Context: an optimization exercise on an open-source flow, tuned for a short achievable clock period and few clock cycles. The choices shown serve that exercise and are no tape-out recipe. The RTL was checked by simulation tests, not by an equivalence proof against the original design.

==> 08-04: inputs <==
Design Sayeh, start of the top module:
module Sayeh (
  clk,
  ReadMem, WriteMem, ReadIO, WriteIO,
  Addressbus,
  ExternalReset, MemDataready, Databus_in, Databus_out
);
Settings: LEC_CHECK=0, ABC_CLOCK_PERIOD_IN_PS=1000, CAP_MARGIN=30, CORE_MARGIN=2, CORE_UTILIZATION=40, SLEW_MARGIN=30; clock period 13.0 ns.
standard.sh (not shown) runs the stock make flow with config.mk's settings and CLKGATE_MAP_FILE= SYNTH_SCRIPT=/design/flow/synth_recipe.tcl, a recipe that flattens the netlist after the stock synthesis.
==> flow/flow/run.sh <==
#!/bin/bash
set -euo pipefail
export SETUP_SLACK_MARGIN=9.0
bash standard.sh > standard_flow.log 2>&1
==> 01-07 (differences from 08-04) <==
--- a/flow/design.v
+++ b/flow/design.v
@@ -51,16 +51,17 @@
 reg xpair;                       
 reg xfirst;                      
 reg xph2;                        
 reg xpre;                        
 reg [7:0] xi;                    
 reg [7:0] ximm;                  
 reg [15:0] xpc;                  
 reg [3:0] u_rdo, u_rso, l_rdo, l_rso;    
+reg [9:0] u_pso, l_pso;          
 reg [15:0] u_opo, l_opo;         
 reg u_setc, u_clrc;              
 reg [2:0] u_fsel;                
 reg [3:0] stale;                 
 reg bar;                         
 reg rl_pend;                     
 reg [5:0] ld0, ld1, ld2, ld3;    
 function [15:0] wsel;
@@ -90,17 +91,17 @@
 endfunction
 function pairable;
   input [7:0] u, l;
   reg [3:0] uo, lo;
   reg uok, lok, uw, lrd, lrs, ubus, lbus, lrc, uwc;
   begin
     uo = u[7:4]; lo = l[7:4];
     uok = (u == 8'h00) || (u >= 8'h02 && u <= 8'h05) || (uo == 4'h1) || (uo == 4'h3) ||
-          (uo >= 4'h6 && uo <= 4'hE) || (((uo == 4'h2) || (uo == 4'h4)) && (lo != 4'hD));
+          (uo == 4'h5) || (uo >= 4'h6 && uo <= 4'hE) || (((uo == 4'h2) || (uo == 4'h4)) && (lo != 4'hD));
     lok = (l >= 8'h02 && l <= 8'h05) || (lo == 4'h1) || (lo == 4'h3) || (lo == 4'h5) ||
           (lo >= 4'h6 && lo <= 4'hE);
     uw = (uo == 4'h1) || (uo == 4'h2) || (uo == 4'h4) || (uo >= 4'h6 && uo <= 4'hD);
     lrd = (lo == 4'h3) || (lo == 4'h5) || (lo == 4'h6) || (lo == 4'h7) ||
           (lo >= 4'hB && lo <= 4'hE);
     lrs = (lo != 4'h0);
     ubus = (uo == 4'h3) || (uo == 4'h5);
     lbus = (lo == 4'h3) || (lo == 4'h5);
@@ -181,17 +182,17 @@
 function [31:0] psel_oh;
   input [9:0] o;
   begin
     psel_oh = ({32{o[0]}} & p00) | ({32{o[1]}} & p01) | ({32{o[2]}} & p02) | ({32{o[3]}} & p03) |
               ({32{o[4]}} & p11) | ({32{o[5]}} & p12) | ({32{o[6]}} & p13) | ({32{o[7]}} & p22) |
               ({32{o[8]}} & p23) | ({32{o[9]}} & p33);
   end
 endfunction
-function [30:0] udec;
+function [28:0] udec;
   input [7:0] u;
   input up;
   reg [3:0] o;
   begin
     o = u[7:4];
     udec = {onehot4(u[3:2]), onehot4(u[1:0]), onehot16(o),
             (u == 8'h04),
             (u == 8'h05) | (o == 4'h1) | (o == 4'h4) | (o >= 4'h6 && o <= 4'hA) | (o == 4'hD),
@@ -239,37 +240,38 @@
   input [2:0] fsel;              
   input ph2;
   input [15:0] a, b;
   input cin;
   input [31:0] pp;
   input [7:0] imm;
   input [15:0] pcimm;
   input [15:0] din;
-  reg [16:0] sa, ss;
+  reg [16:0] sa, ss, pm;
   reg [15:0] r;
   reg wr, wc, c, wz, z, f_mil, f_mih, f_spc, ldin, logic_op;
   begin
     sa = ks16(a, b, cin);
     ss = ks16(a, ~b, ~cin);
     ss[16] = ~ss[16];
+    pm = ks16(pp[31:16], pp[15:0], 1'b0);
     f_mil = fsel[0];
     f_mih = fsel[1];
     f_spc = fsel[2];
     ldin = (oh[2] | oh[4]) & ph2;
     r = ({16{oh[1]}} & b) |
         ({16{ldin}} & din) |
         ({16{oh[6]}} & (a & b)) |
         ({16{oh[7]}} & (a | b)) |
         ({16{oh[8]}} & ~b) |
         ({16{oh[9]}} & {b[14:0], b[0]}) |
         ({16{oh[10]}} & {b[15], b[15:1]}) |
         ({16{oh[11]}} & sa[15:0]) |
         ({16{oh[12]}} & ss[15:0]) |
-        ({16{oh[13]}} & (pp[31:16] + pp[15:0])) |
+        ({16{oh[13]}} & pm[15:0]) |
         ({16{f_mil}} & {a[15:8], imm}) |
         ({16{f_mih}} & {imm, a[7:0]}) |
         ({16{f_spc}} & pcimm);
     logic_op = oh[1] | oh[6] | oh[7] | oh[8] | oh[9] | oh[10] | oh[13];
     wr = logic_op | ldin | oh[11] | oh[12] | f_mil | f_mih | f_spc;
     wc = logic_op | oh[11] | oh[12] | oh[14] | f_mil | f_mih | (oh[4] & ph2) |
          (oh[0] & (sub == 4'h4 || sub == 4'h5));
     c = (oh[11] & sa[16]) | (oh[12] & ss[16]) | (oh[14] & (a > b)) | (oh[0] & (sub == 4'h4));
@@ -431,40 +433,42 @@
     endcase
   end
 endfunction
 wire [7:0] xpc_hi1 = xpc[15:8] + 8'd1;
 wire [15:0] pc_imm = addcs(xpc, xpc_hi1, ximm, 1'b0);
 wire [15:0] t_base = d_jpa ? A : xpc;
 wire [7:0] t_hi1 = d_jpa ? wsel8(xrd, w0_hi1, w1_hi1, w2_hi1, w3_hi1) : xpc_hi1;
 wire [15:0] target = addcs(t_base, t_hi1, ximm, 1'b0);
-wire [20:0] au = alu(u_opo, xi[3:0], u_fsel, xph2, A, B, cf, psel_oh(pso_of(u_rdo, u_rso)), ximm, pc_imm, Databus_in);
-wire [20:0] al = alu(l_opo, ximm[3:0], 3'b000, 1'b1, LA, LB, l_cin, psel_oh(pso_of(l_rdo, l_rso)), 8'd0, 16'd0, Databus_in);
+wire [20:0] au = alu(u_opo, xi[3:0], u_fsel, xph2, A, B, cf, psel_oh(u_pso), ximm, pc_imm, Databus_in);
+wire [20:0] al = alu(l_opo, ximm[3:0], 3'b000, 1'b1, LA, LB, l_cin, psel_oh(l_pso), 8'd0, 16'd0, Databus_in);
 wire u_wc = au[3];
 wire u_c  = au[2];
 wire u_wz = au[1];
 wire u_z  = au[0];
 wire inph1 = (d_lda | d_inp) & ~xph2;                 
 wire wr_u = run & au[20];
 wire [15:0] wd_u = au[19:4];
-wire wr_l = run & lv & al[20];
+wire u_fin = d_oup & (A == 16'hFFFF);
+wire lv2 = lv & ~u_fin;
+wire wr_l = run & lv2 & al[20];
 wire [15:0] wd_l = al[19:4];
 wire taken = run & ~xpre & (d_jpr | (d_brz & zf) | (d_brc & cf) | d_jpa);
 wire u_bus = inph1 | d_sta | d_oup;
 wire iss = run & (u_bus | (lv & (l_sta | l_oup)));
 wire [15:0] iss_addr = u_bus ? ((d_lda | d_inp) ? B : A) : LA;
 wire [15:0] iss_data = u_bus ? B : LB;
 wire [15:0] st_addr = d_sta ? A : LA;
 wire st = run & (d_sta | (lv & l_sta));
 wire smc = st & ((qn != 3'd0) & ((qa[0] == st_addr) | (qa[1] == st_addr) | (qa[2] == st_addr) |
                                   (qa[3] == st_addr)) |
                  ((inf | cfv) & (fadr == st_addr)));
 wire bar_set = run & ((d_oup & (A == 16'hFFFF)) | (lv & l_oup & (LA == 16'hFFFF)));
 wire x_adv = run & ~inph1 & ~d_hlt;
-wire to_lo = x_adv & xup & xlo;
+wire to_lo = x_adv & xup & (xlo | (xpair & u_fin));
 wire need = ~xv | (x_adv & ~to_lo);
 wire [15:0] cw = cd[fadr[4:0]];
 wire hit = cfv & cv[fadr[4:0]] & (ct[fadr[4:0]] == fadr[15:5]);
 wire arr = inf | hit;                    
 wire q0v = (qn != 3'd0);
 wire [15:0] q0w = qw[qh];
 wire [15:0] q0a = qa[qh];
 wire [15:0] nw = q0v ? q0w : inf ? Databus_in : cw;
@@ -497,21 +501,46 @@
 wire [3:0] wd_c0 = wdec(cw);
 wire [2:0] wd_q = wd_q0[3:1];
 wire [2:0] wd_d = wd_d0[3:1];
 wire [2:0] wd_c = wd_c0[3:1];
 wire [2:0] wdn = q0v ? wd_q : inf ? wd_d : wd_c;
 wire n_skip = wdn[2];
 wire n_has = wdn[1];
 wire n_pair_b = wdn[0];
-wire [30:0] ud_q = wd_q[2] ? udec(q0w[7:0], 1'b0) : udec(q0w[15:8], 1'b1);
-wire [30:0] ud_d = wd_d[2] ? udec(Databus_in[7:0], 1'b0) : udec(Databus_in[15:8], 1'b1);
-wire [30:0] ud_c = wd_c[2] ? udec(cw[7:0], 1'b0) : udec(cw[15:8], 1'b1);
-wire [30:0] ud_n = to_lo ? udec(ximm, 1'b0) : (q0v ? ud_q : inf ? ud_d : ud_c);
+wire [28:0] ud_q = wd_q[2] ? udec(q0w[7:0], 1'b0) : udec(q0w[15:8], 1'b1);
+wire [28:0] ud_d = wd_d[2] ? udec(Databus_in[7:0], 1'b0) : udec(Databus_in[15:8], 1'b1);
+wire [28:0] ud_c = wd_c[2] ? udec(cw[7:0], 1'b0) : udec(cw[15:8], 1'b1);
+wire [28:0] ud_n = to_lo ? udec(ximm, 1'b0) : (q0v ? ud_q : inf ? ud_d : ud_c);
 wire [23:0] ld_n = q0v ? ldec(q0w[7:0]) : inf ? ldec(Databus_in[7:0]) : ldec(cw[7:0]);
+wire [3:0] u_nd = ud_n[28:25];
+wire [3:0] u_ns = ud_n[24:21];
+wire [3:0] l_nd = ld_n[23:20];
+wire [3:0] l_ns = ld_n[19:16];
+wire [9:0] u_pso_n, l_pso_n;
+assign u_pso_n[0] = u_nd[0] & u_ns[0];
+assign u_pso_n[1] = (u_nd[0] & u_ns[1]) | (u_nd[1] & u_ns[0]);
+assign u_pso_n[2] = (u_nd[0] & u_ns[2]) | (u_nd[2] & u_ns[0]);
+assign u_pso_n[3] = (u_nd[0] & u_ns[3]) | (u_nd[3] & u_ns[0]);
+assign u_pso_n[4] = u_nd[1] & u_ns[1];
+assign u_pso_n[5] = (u_nd[1] & u_ns[2]) | (u_nd[2] & u_ns[1]);
+assign u_pso_n[6] = (u_nd[1] & u_ns[3]) | (u_nd[3] & u_ns[1]);
+assign u_pso_n[7] = u_nd[2] & u_ns[2];
+assign u_pso_n[8] = (u_nd[2] & u_ns[3]) | (u_nd[3] & u_ns[2]);
+assign u_pso_n[9] = u_nd[3] & u_ns[3];
+assign l_pso_n[0] = l_nd[0] & l_ns[0];
+assign l_pso_n[1] = (l_nd[0] & l_ns[1]) | (l_nd[1] & l_ns[0]);
+assign l_pso_n[2] = (l_nd[0] & l_ns[2]) | (l_nd[2] & l_ns[0]);
+assign l_pso_n[3] = (l_nd[0] & l_ns[3]) | (l_nd[3] & l_ns[0]);
+assign l_pso_n[4] = l_nd[1] & l_ns[1];
+assign l_pso_n[5] = (l_nd[1] & l_ns[2]) | (l_nd[2] & l_ns[1]);
+assign l_pso_n[6] = (l_nd[1] & l_ns[3]) | (l_nd[3] & l_ns[1]);
+assign l_pso_n[7] = l_nd[2] & l_ns[2];
+assign l_pso_n[8] = (l_nd[2] & l_ns[3]) | (l_nd[3] & l_ns[2]);
+assign l_pso_n[9] = l_nd[3] & l_ns[3];
 wire [7:0] xi_q = wd_q[2] ? q0w[7:0] : q0w[15:8];
 wire [7:0] xi_d = wd_d[2] ? Databus_in[7:0] : Databus_in[15:8];
 wire [7:0] xi_c = wd_c[2] ? cw[7:0] : cw[15:8];
 wire flush = taken | smc;
 wire pop = need & q0v;
 wire direct = need & ~q0v;               
 wire push = arr & ~direct;
 wire [2:0] qcnt = qn;
@@ -523,16 +552,18 @@
 wire x_wp = rl_pend | (xv & (d_awp | d_cwp));
 wire [3:0] xw_may;
 assign xw_may[0] = x_wp | (xv & ((u_wr_dec & (xrd == 2'd0)) | (l_wr_dec & (lrd == 2'd0))));
 assign xw_may[1] = x_wp | (xv & ((u_wr_dec & (xrd == 2'd1)) | (l_wr_dec & (lrd == 2'd1))));
 assign xw_may[2] = x_wp | (xv & ((u_wr_dec & (xrd == 2'd2)) | (l_wr_dec & (lrd == 2'd2))));
 assign xw_may[3] = x_wp | (xv & ((u_wr_dec & (xrd == 2'd3)) | (l_wr_dec & (lrd == 2'd3))));
 wire xwz = xv & (u_wz | (lv & al[1]));
 wire xwc = xv & (u_wc | (lv & al[3]));
+wire z_next = ~xv ? zf : (lv & al[1]) ? al[0] : u_wz ? u_z : zf;
+wire c_next = ~xv ? cf : (lv & al[3]) ? al[2] : u_wc ? u_c : cf;
 wire nxt_v = to_lo | (need & nwv);
 wire ok_e = nxt_v & ~flush & ~bar_set & ~bar & ~halted & ~iss;
 function [16:0] eld;
   input [7:0] b;
   input [3:0] busy;
   input [15:0] w0, w1, w2, w3;
   begin
     eld = {((b[7:4] == 4'h2) | (b[7:4] == 4'h4)) & ~busy[b[1:0]], wsel(b[1:0], w0, w1, w2, w3)};
@@ -570,19 +601,19 @@
     t1 = addcs(w1, h1, w[7:0], 1'b0);
     t2 = addcs(w2, h2, w[7:0], 1'b0);
     t3 = addcs(w3, h3, w[7:0], 1'b0);
     ebr = {(w[15:8] == 8'h07) | ((w[15:8] == 8'h08) & ~wz & z) | ((w[15:8] == 8'h09) & ~wc & c) |
            (jpa & ~busy[w[11:10]]),
            jpa ? wsel(w[11:10], t0, t1, t2, t3) : addcs(a, a_hi1, w[7:0], 1'b0)};
   end
 endfunction
-wire [16:0] ebr_q = ebr(q0w, q0a, q0a[15:8] + 8'd1, xw_may, xwz, xwc, zf, cf,
+wire [16:0] ebr_q = ebr(q0w, q0a, q0a[15:8] + 8'd1, xw_may, 1'b0, 1'b0, z_next, c_next,
                         win0, win1, win2, win3, w0_hi1, w1_hi1, w2_hi1, w3_hi1);
-wire [16:0] ebr_d = ebr(Databus_in, fadr, fadr[15:8] + 8'd1, xw_may, xwz, xwc, zf, cf,
+wire [16:0] ebr_d = ebr(Databus_in, fadr, fadr[15:8] + 8'd1, xw_may, 1'b0, 1'b0, z_next, c_next,
                         win0, win1, win2, win3, w0_hi1, w1_hi1, w2_hi1, w3_hi1);
 wire [16:0] ebr_n = q0v ? ebr_q : inf ? ebr_d : 17'd0;
 wire e_br = ok_e & ~to_lo & ebr_n[16];
 wire [15:0] e_target = ebr_n[15:0];
 wire [15:0] fa_eff = (fa_lazy | hit) ? fadr + 16'd1 : fa;
 function [23:0] eawp;
   input [5:0] imm;
   input [5:0] b0, b1, b2, b3;
@@ -609,23 +640,25 @@
   else if (inf & MemDataready) cv[fadr[4:0]] <= 1'b1;
   if (rst || flush || e_br) begin
     qn <= 3'd0;
   end else begin
     qn <= qn + {2'b0, push} - {2'b0, pop};
   end
   if (pop) qh <= qh + 2'd1;
   if (to_lo | need) {u_rdo, u_rso, u_opo, u_setc, u_clrc, u_fsel} <= ud_n;
+  if (to_lo | need) u_pso <= u_pso_n;
   if (to_lo) begin
     xup <= 1'b0;
     xlo <= 1'b0;
     xfirst <= 1'b0;
     xi <= ximm;
   end else if (need) begin
     {l_rdo, l_rso, l_opo} <= ld_n;
+    l_pso <= l_pso_n;
     xpre <= e_br;
     xup <= ~n_skip;
     xlo <= n_has & ~n_pair;
     xpair <= n_pair;
     xfirst <= 1'b1;
     xi <= q0v ? xi_q : inf ? xi_d : xi_c;
     ximm <= nw[7:0];
     xpc <= na;
@@ -676,19 +709,19 @@
     fa_lazy <= 1'b1;
   end else begin
     fa <= fa_eff; fa_lazy <= 1'b0;
   end
 end
 always @(posedge clk) begin
   if (rst) cf <= 1'b0;
   else if (run) begin
-    if (lv & al[3]) cf <= al[2];
+    if (lv2 & al[3]) cf <= al[2];
     else if (u_wc) cf <= u_c;
-    if (lv & al[1]) zf <= al[0];
+    if (lv2 & al[1]) zf <= al[0];
     else if (u_wz) zf <= u_z;
   end
 end
 function [15:0] rf_eff;
   input [5:0] i;
   begin
     rf_eff = (pv_v && pv_a == i) ? pv_d : (pw_v && pw_a == i) ? pw_d : rf[i];
   end
==> key figures <==
Min path
  – Hold Startpoint: fa[14]

Finish
  – Clock buffers: 377
  – Buffering overhead: 8.01%

Outcome
  – Status: complete, no violations

Floorplanning
  – TAP cells: 5952
The numbers above come from 01-07.

==> key figures <==
Logic synthesis
  – Synth Area in Adders: 7.53%

Critical path
  – Reg2Reg Setup Slack: 8120 ps

Floorplanning
  – TAP cells: 5976

Finish
  – Clock buffers: 420
  – Largest register by flop count: rf
  – Buffering overhead: 8.39%

Outcome
  – Status: complete, no violations
The numbers above come from 08-04.

Testbench counts of 08-04, summed over its fixed seeds: cycles 23,386.
Testbench counts of 01-07, summed over its fixed seeds: cycles 23,007.

[separate check: timing with driven ports]
Ports are ideal in the flow. The routed layouts listed here were re-timed in OpenROAD. Step 1 (the two cells are an assumption about what drives the block):
set clk [get_ports {clk}]
set_driving_cell -lib_cell sky130_fd_sc_hd__clkbuf_16 $clk
set_driving_cell -lib_cell sky130_fd_sc_hd__buf_2 [delete_from_list [all_inputs] $clk]
Step 2 also shifts input and output timing later by t, the mid clock arrival at the registers, as if the neighbouring blocks saw the same clock. Slacks: no drivers / after step 1 / after step 2; pairs: no drivers / after step 1.
run	t (ns)	slack for setup (ns)	latest minus earliest clock arrival (ns)	slew at the worst register clock pin (ns)
08-04	1.082	8.116 / 8.072 / 6.990	0.110 / 0.110	0.07 / 0.07
01-07	1.088	8.053 / 8.053 / 7.039	0.082 / 0.082	0.08 / 0.08
After both steps every run listed still meets setup and hold. For 08-04, which loses most, drivers alone change the setup slack by -0.044 ns; drivers and shift together by -1.126 ns.
